What follows belongs to an exercise in optimizing a design on an open flow for small area and a short achievable clock period; a production flow would make more cautious choices.
Where RTL was checked, it was by simulation tests only, not by an equivalence proof against the original.
Power and IR drop assume default switching activity.

==> trial 84: inputs <==
==> flow/design.v (excerpt) <==
module FLP_multiplier_4(
    input [31:0] A,
    input [31:0] B,
    input rst,
    input clk,
    output [31:0] result
);
==> module FLP_multiplier_4, before the edit <==
module FLP_multiplier_4(
    input [31:0] A,
    input [31:0] B,
    input rst,
    input clk,
    output [31:0] result
);
    reg [22:0] a1, b1;
    reg s1;
    reg [7:0] e1;
    wire [7:0] e0 = A[30:23] + B[30:23] + 8'd129;    
    always @(posedge clk) begin
        a1 <= A[22:0];
        b1 <= B[22:0];
        e1 <= e0;
        s1 <= A[31] ^ B[31];
    end
    wire [25:0] a3_0 = {2'b01, A[22:0]} + {1'b1, A[22:0], 1'b0};
    reg [25:0] a3_1;
    always @(posedge clk) a3_1 <= a3_0;
    wire [39:0] dg0;
    booth8_enc enc(.b(B[22:0]), .dg(dg0));
    reg [39:0] dg1;
    always @(posedge clk) dg1 <= dg0;
    wire [71:0] z;
    wire zc;
    mul_s1 st1(.a(a1), .a3(a3_1), .dg(dg1), .z(z), .cout(zc));
    reg [71:0] z2;
    reg c2;
    reg [7:0] e2;
    reg sg2;
    always @(posedge clk) begin
        z2 <= z;
        c2 <= zc;
        e2 <= e1;
        sg2 <= s1;
    end
    wire hi;
    wire [22:0] m, ml, mh;
    mul_s2 st2(.z(z2), .cin(c2), .hi(hi), .ml(ml), .mh(mh), .m(m));
    wire [7:0] e2i = e2 + 8'd1;
    reg [22:0] ml3, mh3;
    reg [7:0] e3;
    reg hi3, sg3;
    always @(posedge clk) begin
        ml3 <= ml;
        mh3 <= mh;
        e3 <= e2;
        hi3 <= hi;
        sg3 <= sg2;
    end
    wire [7:0] e3i = e3 + 8'd1;
    assign result = {sg3, hi3 ? e3i : e3, hi3 ? mh3 : ml3};
endmodule
export LEC_CHECK = 0
export CAP_MARGIN = 20
export CORE_MARGIN = 2
export CORE_UTILIZATION = 40
export SETUP_SLACK_MARGIN = 3.5
export SLEW_MARGIN = 20
create_clock -name core_clock -period 7.0 [get_ports {clk}]
standard.sh (not shown) runs the stock make flow with config.mk's settings and CLKGATE_MAP_FILE= SYNTH_SCRIPT=/design/flow/synth_recipe.tcl, a recipe that flattens the netlist after the stock synthesis.
==> flow/flow/run.sh <==
#!/bin/bash
set -o pipefail
bash standard.sh ADDER_MAP_FILE= "BUFFER_PORTS_ARGS=-buffer_cell sky130_fd_sc_hd__buf_2" finish > flow_make.log 2>&1
==> build 92: changes against trial 84 <==
--- a/flow/design.v
+++ b/flow/design.v
@@ -1084,16 +1084,8 @@
     wire [22:0] m, ml, mh;
     mul_s2 st2(.z(z2), .cin(c2), .hi(hi), .ml(ml), .mh(mh), .m(m));
     wire [7:0] e2i = e2 + 8'd1;
-    reg [22:0] ml3, mh3;
-    reg [7:0] e3;
-    reg hi3, sg3;
-    always @(posedge clk) begin
-        ml3 <= ml;
-        mh3 <= mh;
-        e3 <= e2;
-        hi3 <= hi;
-        sg3 <= sg2;
-    end
-    wire [7:0] e3i = e3 + 8'd1;
-    assign result = {sg3, hi3 ? e3i : e3, hi3 ? mh3 : ml3};
+    wire [7:0] e = hi ? e2i : e2;
+    reg [31:0] r3;
+    always @(posedge clk) r3 <= {sg2, e, m};
+    assign result = r3;
 endmodule
==> flow/flow/run.sh (replaced) <==
#!/bin/bash
set -o pipefail
bash standard.sh ADDER_MAP_FILE= SYNTH_ARGS=-noabc "BUFFER_PORTS_ARGS=-buffer_cell sky130_fd_sc_hd__buf_2" finish > flow_make.log 2>&1
- CTS_BUF_LIST: not set -> sky130_fd_sc_hd__clkbuf_4 sky130_fd_sc_hd__clkbuf_8
- SETUP_SLACK_MARGIN: 3.5 -> 3.75
==> trial 88: changes against trial 84 <==
==> flow/flow/run.sh (replaced) <==
#!/bin/bash
set -o pipefail
bash standard.sh ADDER_MAP_FILE= SYNTH_ARGS=-noabc "BUFFER_PORTS_ARGS=-buffer_cell sky130_fd_sc_hd__buf_2" finish > flow_make.log 2>&1
- CTS_BUF_LIST: not set -> sky130_fd_sc_hd__clkbuf_4 sky130_fd_sc_hd__clkbuf_8
- SETUP_SLACK_MARGIN: 3.5 -> 3.75
==> results.txt <==
item                                                       trial 84    trial 88    build 92
Run status                                 timing/DRC/antenna clean  timing/DRC/antenna clean  timing/DRC/antenna clean
Worst clock skew on the final layout                      0.0275 ns   0.0235 ns   0.0328 ns
Area share of fa/ha/maj cells after synthesis                 6.92%       6.36%       5.84%
Worst slew margin relative to its limit                       22.0%       26.0%       37.7%
Share of power burned in combinational logic                  69.2%       70.1%       72.2%
Share of the core filled with cells in the final layout       43.2%       44.1%       45.5%
Flip-flop and latch count after synthesis                       233         233         209
Non-CTS buffers                                                 144         159         179
Fin nets                                                       2621        2657        2685
Clock power frac                                              11.0%       10.3%        9.8%
Measured slew at the worst slew-check pin                   1.17 ns     1.11 ns    0.928 ns
Grt met2 use                                                  34.9%       36.6%       37.5%
Register area share after synthesis                           20.8%       20.8%       19.8%
Area of the core                                         55300 um^2  55200 um^2  52300 um^2
Die span in y                                                241 um      241 um      234 um
Number of gates resized after cts                                 5          37          77
Combinational power                                         8.64 mW     8.90 mW     8.94 mW
Switching power                                             5.86 mW     5.97 mW     5.95 mW
Fraction of area in multi-input gates                         68.3%       68.2%       69.1%
Post-route worst setup slack                                3.61 ns     3.74 ns     3.81 ns
Post-Synth Simple-Gate Area                                   10.1%       10.9%       12.0%
Data arrival time of the worst path                         3.83 ns     3.74 ns     3.66 ns
Timing startpoint of the critical path                      dg1[14]       a1[3]      z2[44]
Only the layout flow was run in trial 84 and trial 88; the RTL was not checked for function there.

---

==> inputs of run a <==
FLP_multiplier_4, a different RTL version from the one above (not shown whole).
Design FLP_multiplier_4, start of the top module:
module FLP_multiplier_4(
    input [31:0] A,
    input [31:0] B,
    input rst,
    input clk,
    output [31:0] result
);
==> module FLP_multiplier_4, before the edit <==
module FLP_multiplier_4(
    input [31:0] A,
    input [31:0] B,
    input rst,
    input clk,
    output [31:0] result
);
    reg [22:0] a1, b1;
    reg s1;
    reg [7:0] ea1, eb1;
    always @(posedge clk) begin
        a1 <= A[22:0];
        b1 <= B[22:0];
        ea1 <= A[30:23];
        eb1 <= B[30:23];
        s1 <= A[31] ^ B[31];
    end
    wire [7:0] e1 = ea1 + eb1 + 8'd129;
    wire [25:0] a3_0 = {2'b01, A[22:0]} + {1'b1, A[22:0], 1'b0};
    reg [25:0] a3_1;
    always @(posedge clk) a3_1 <= a3_0;
    wire [39:0] dg0;
    booth8_enc enc(.b(B[22:0]), .dg(dg0));
    reg [39:0] dg1;
    always @(posedge clk) dg1 <= dg0;
    wire [71:0] z;
    wire zc;
    mul_s1 st1(.a(a1), .a3(a3_1), .dg(dg1), .z(z), .cout(zc));
    reg [71:0] z2;
    reg c2;
    reg [7:0] e2;
    reg sg2;
    always @(posedge clk) begin
        z2 <= z;
        c2 <= zc;
        e2 <= e1;
        sg2 <= s1;
    end
    wire hi;
    wire [22:0] m, ml, mh;
    mul_s2 st2(.z(z2), .cin(c2), .hi(hi), .ml(ml), .mh(mh), .m(m));
    wire [7:0] e2i = e2 + 8'd1;
    wire [7:0] e = hi ? e2i : e2;
    reg [31:0] r3;
    always @(posedge clk) r3 <= {sg2, e, m};
    assign result = r3;
endmodule
export LEC_CHECK = 0
export CAP_MARGIN = 20
export CORE_MARGIN = 2
export CORE_UTILIZATION = 40
export SETUP_SLACK_MARGIN = 4.0
export SLEW_MARGIN = 20
create_clock -name core_clock -period 7.0 [get_ports {clk}]
==> flow/flow/run.sh <==
#!/bin/bash
set -o pipefail
bash standard.sh ADDER_MAP_FILE= "BUFFER_PORTS_ARGS=-buffer_cell sky130_fd_sc_hd__buf_2" finish > flow_make.log 2>&1
==> run b (differences from run a) <==
--- a/flow/design.v
+++ b/flow/design.v
@@ -1030,15 +1030,14 @@
 );
     reg [22:0] a1, b1;
     reg s1;
-    reg [7:0] ea1, eb1;
+    reg [7:0] e1;
+    wire [7:0] e0 = A[30:23] + B[30:23] + 8'd129;    
     always @(posedge clk) begin
         a1 <= A[22:0];
         b1 <= B[22:0];
-        ea1 <= A[30:23];
-        eb1 <= B[30:23];
+        e1 <= e0;
         s1 <= A[31] ^ B[31];
     end
-    wire [7:0] e1 = ea1 + eb1 + 8'd129;
     wire [25:0] a3_0 = {2'b01, A[22:0]} + {1'b1, A[22:0], 1'b0};
     reg [25:0] a3_1;
     always @(posedge clk) a3_1 <= a3_0;
@@ -1063,8 +1062,16 @@
     wire [22:0] m, ml, mh;
     mul_s2 st2(.z(z2), .cin(c2), .hi(hi), .ml(ml), .mh(mh), .m(m));
     wire [7:0] e2i = e2 + 8'd1;
-    wire [7:0] e = hi ? e2i : e2;
-    reg [31:0] r3;
-    always @(posedge clk) r3 <= {sg2, e, m};
-    assign result = r3;
+    reg [22:0] ml3, mh3;
+    reg [7:0] e3;
+    reg hi3, sg3;
+    always @(posedge clk) begin
+        ml3 <= ml;
+        mh3 <= mh;
+        e3 <= e2;
+        hi3 <= hi;
+        sg3 <= sg2;
+    end
+    wire [7:0] e3i = e3 + 8'd1;
+    assign result = {sg3, hi3 ? e3i : e3, hi3 ? mh3 : ml3};
 endmodule
==> flow/flow/run.sh (replaced) <==
#!/bin/bash
set -o pipefail
bash standard.sh SYNTH_ARGS=-noabc "BUFFER_PORTS_ARGS=-buffer_cell sky130_fd_sc_hd__buf_2" finish > flow_make.log 2>&1
CTS_BUF_LIST = sky130_fd_sc_hd__clkbuf_4 sky130_fd_sc_hd__clkbuf_8   (was default)
SETUP_SLACK_MARGIN = 3.5   (was 4.0)
==> run c (differences from run a) <==
--- a/flow/design.v
+++ b/flow/design.v
@@ -1030,15 +1030,14 @@
 );
     reg [22:0] a1, b1;
     reg s1;
-    reg [7:0] ea1, eb1;
+    reg [7:0] e1;
+    wire [7:0] e0 = A[30:23] + B[30:23] + 8'd129;    
     always @(posedge clk) begin
         a1 <= A[22:0];
         b1 <= B[22:0];
-        ea1 <= A[30:23];
-        eb1 <= B[30:23];
+        e1 <= e0;
         s1 <= A[31] ^ B[31];
     end
-    wire [7:0] e1 = ea1 + eb1 + 8'd129;
     wire [25:0] a3_0 = {2'b01, A[22:0]} + {1'b1, A[22:0], 1'b0};
     reg [25:0] a3_1;
     always @(posedge clk) a3_1 <= a3_0;
@@ -1063,8 +1062,16 @@
     wire [22:0] m, ml, mh;
     mul_s2 st2(.z(z2), .cin(c2), .hi(hi), .ml(ml), .mh(mh), .m(m));
     wire [7:0] e2i = e2 + 8'd1;
-    wire [7:0] e = hi ? e2i : e2;
-    reg [31:0] r3;
-    always @(posedge clk) r3 <= {sg2, e, m};
-    assign result = r3;
+    reg [22:0] ml3, mh3;
+    reg [7:0] e3;
+    reg hi3, sg3;
+    always @(posedge clk) begin
+        ml3 <= ml;
+        mh3 <= mh;
+        e3 <= e2;
+        hi3 <= hi;
+        sg3 <= sg2;
+    end
+    wire [7:0] e3i = e3 + 8'd1;
+    assign result = {sg3, hi3 ? e3i : e3, hi3 ? mh3 : ml3};
 endmodule
==> flow/flow/run.sh (replaced) <==
#!/bin/bash
set -o pipefail
bash standard.sh ADDER_MAP_FILE= SYNTH_ARGS=-noabc "BUFFER_PORTS_ARGS=-buffer_cell sky130_fd_sc_hd__buf_2" finish > flow_make.log 2>&1
CTS_BUF_LIST = sky130_fd_sc_hd__clkbuf_4 sky130_fd_sc_hd__clkbuf_8   (was default)
SETUP_SLACK_MARGIN = 3.5   (was 4.0)
==> key figures <==
Worst hold path
  – Hold endpoint: e3[6]

Worst setup path
  – CP Cell Sequence: xnor2_2 > mux2i_2 > o22ai_2 > o41a_1 > a2111oi_4 > o21ai_1 > a21o_1 > o31a_1 > o211ai_2 > nand3_1 > mux2_4
  – Max stage delay on crit path: ~500 ps

Status
  – Status: finished clean

Yosys
  – Synth Net Count: 2658
  – Synth area leaders: dfxtp_1 22%, xnor2_1 22%, a221oi_1 6.4%, xor2_1 6.2%, a22o_1 6.1%

Detailed routing
  – Vias/cell: 5.94

Layout
  – Sequential share of cell area: 20.1%
  – Biggest regs: z2 (71), dg1 (39), a3_1 (25)
# the run above: run c

==> key figures <==
Status
  – Status: finished clean

Worst setup path
  – Max stage delay on crit path: 630 ps
  – CP Cell Sequence: a22o_1 > a221oi_2 > xnor2_1 > fa_2 > fa_2 > fa_2 > fa_1 > fa_2

Layout
  – Top reg by flops: z2
  – Number of clock buffers in the layout: 56
  – Sequential share of cell area: roughly a fifth
  – Antenna fix cells: 1

Detailed routing
  – Vias/cell: 5.79

Worst hold path
  – Hold endpoint: sg2

Pwr
  – P per Cell Area: 521 mW/mm2

Yosys
  – Synth area leaders: dfxtp_1 23%, fa_1 16%, ha_1 12%, xnor2_1 9.2%, a221oi_1 6.7%
# the run above: run b

==> key figures <==
Status
  – Status: finished clean

Worst setup path
  – Max stage delay on crit path: around 530 ps
  – CP Cell Sequence: xor2_4 > and3_4 > a311oi_4 > or4_4 > o311a_4 > o311ai_4 > nor2_2 > nor4b_4 > buf_12 > and3_4 > nand3_2 > xnor2_1
  – CP endpoint kind: register

Detailed routing
  – Vias/cell: between 6 and 7

Yosys
  – Synth Net Count: around 2800
  – Top cell types by occurrence after synthesis: 520 x xnor2_1, 217 x dfxtp_1, 180 x nand2_1

Layout
  – Sequential share of cell area: 16.9%

Timing
  – Final Skew: about 21 ps

Worst hold path
  – Hold endpoint: sg2
# the run above: run a

No functional check of the RTL was part of run a.

-- port drivers added, routing unchanged --
How much do the figures lean on ideal ports? The routed layouts below were timed once more, with nothing changed but the port constraints. Step 1 assumes that a clkbuf_16 drives the clock port and a buf_2 every other input. Step 2 moves the port delays by t, midway between the first and last clock arrival at a register: inputs arrive t later, outputs are due t later. That takes back most of the time a late clock gives input paths. Slacks: no drivers / after step 1 / after step 2; pairs: no drivers / after step 1.
| run | t, ns | slack for setup (ns) | hold WS [ns] | slew at the worst register clock pin (ns) | worst data-port slew with drivers (ns) |
|---|---|---|---|---|---|
| trial 84 | 0.632 | 3.611 / 3.585 / 3.127 | 0.324 / 0.324 / 0.324 | 0.06 / 0.06 | 0.05 |
| build 92 | 0.623 | 3.810 / 3.810 / 3.264 | 0.324 / 0.324 / 0.324 | 0.06 / 0.06 | 0.07 |
| trial 88 | 0.643 | 3.737 / 3.713 / 3.390 | 0.324 / 0.324 / 0.324 | 0.07 / 0.07 | 0.06 |
| run a | 0.615 | 3.772 / 3.772 / 3.236 | 0.326 / 0.326 / 0.326 | 0.06 / 0.06 | 0.06 |
| run b | 0.659 | 3.401 / 3.401 / 3.075 | 0.325 / 0.325 / 0.325 | 0.07 / 0.07 | 0.04 |
| run c | 0.641 | 3.573 / 3.559 / 3.167 | 0.300 / 0.300 / 0.300 | 0.07 / 0.07 | 0.05 |
After both steps every run listed still meets setup and hold. For build 92, which loses most, drivers alone change the setup slack by 0.000 ns; drivers and shift together by -0.546 ns.
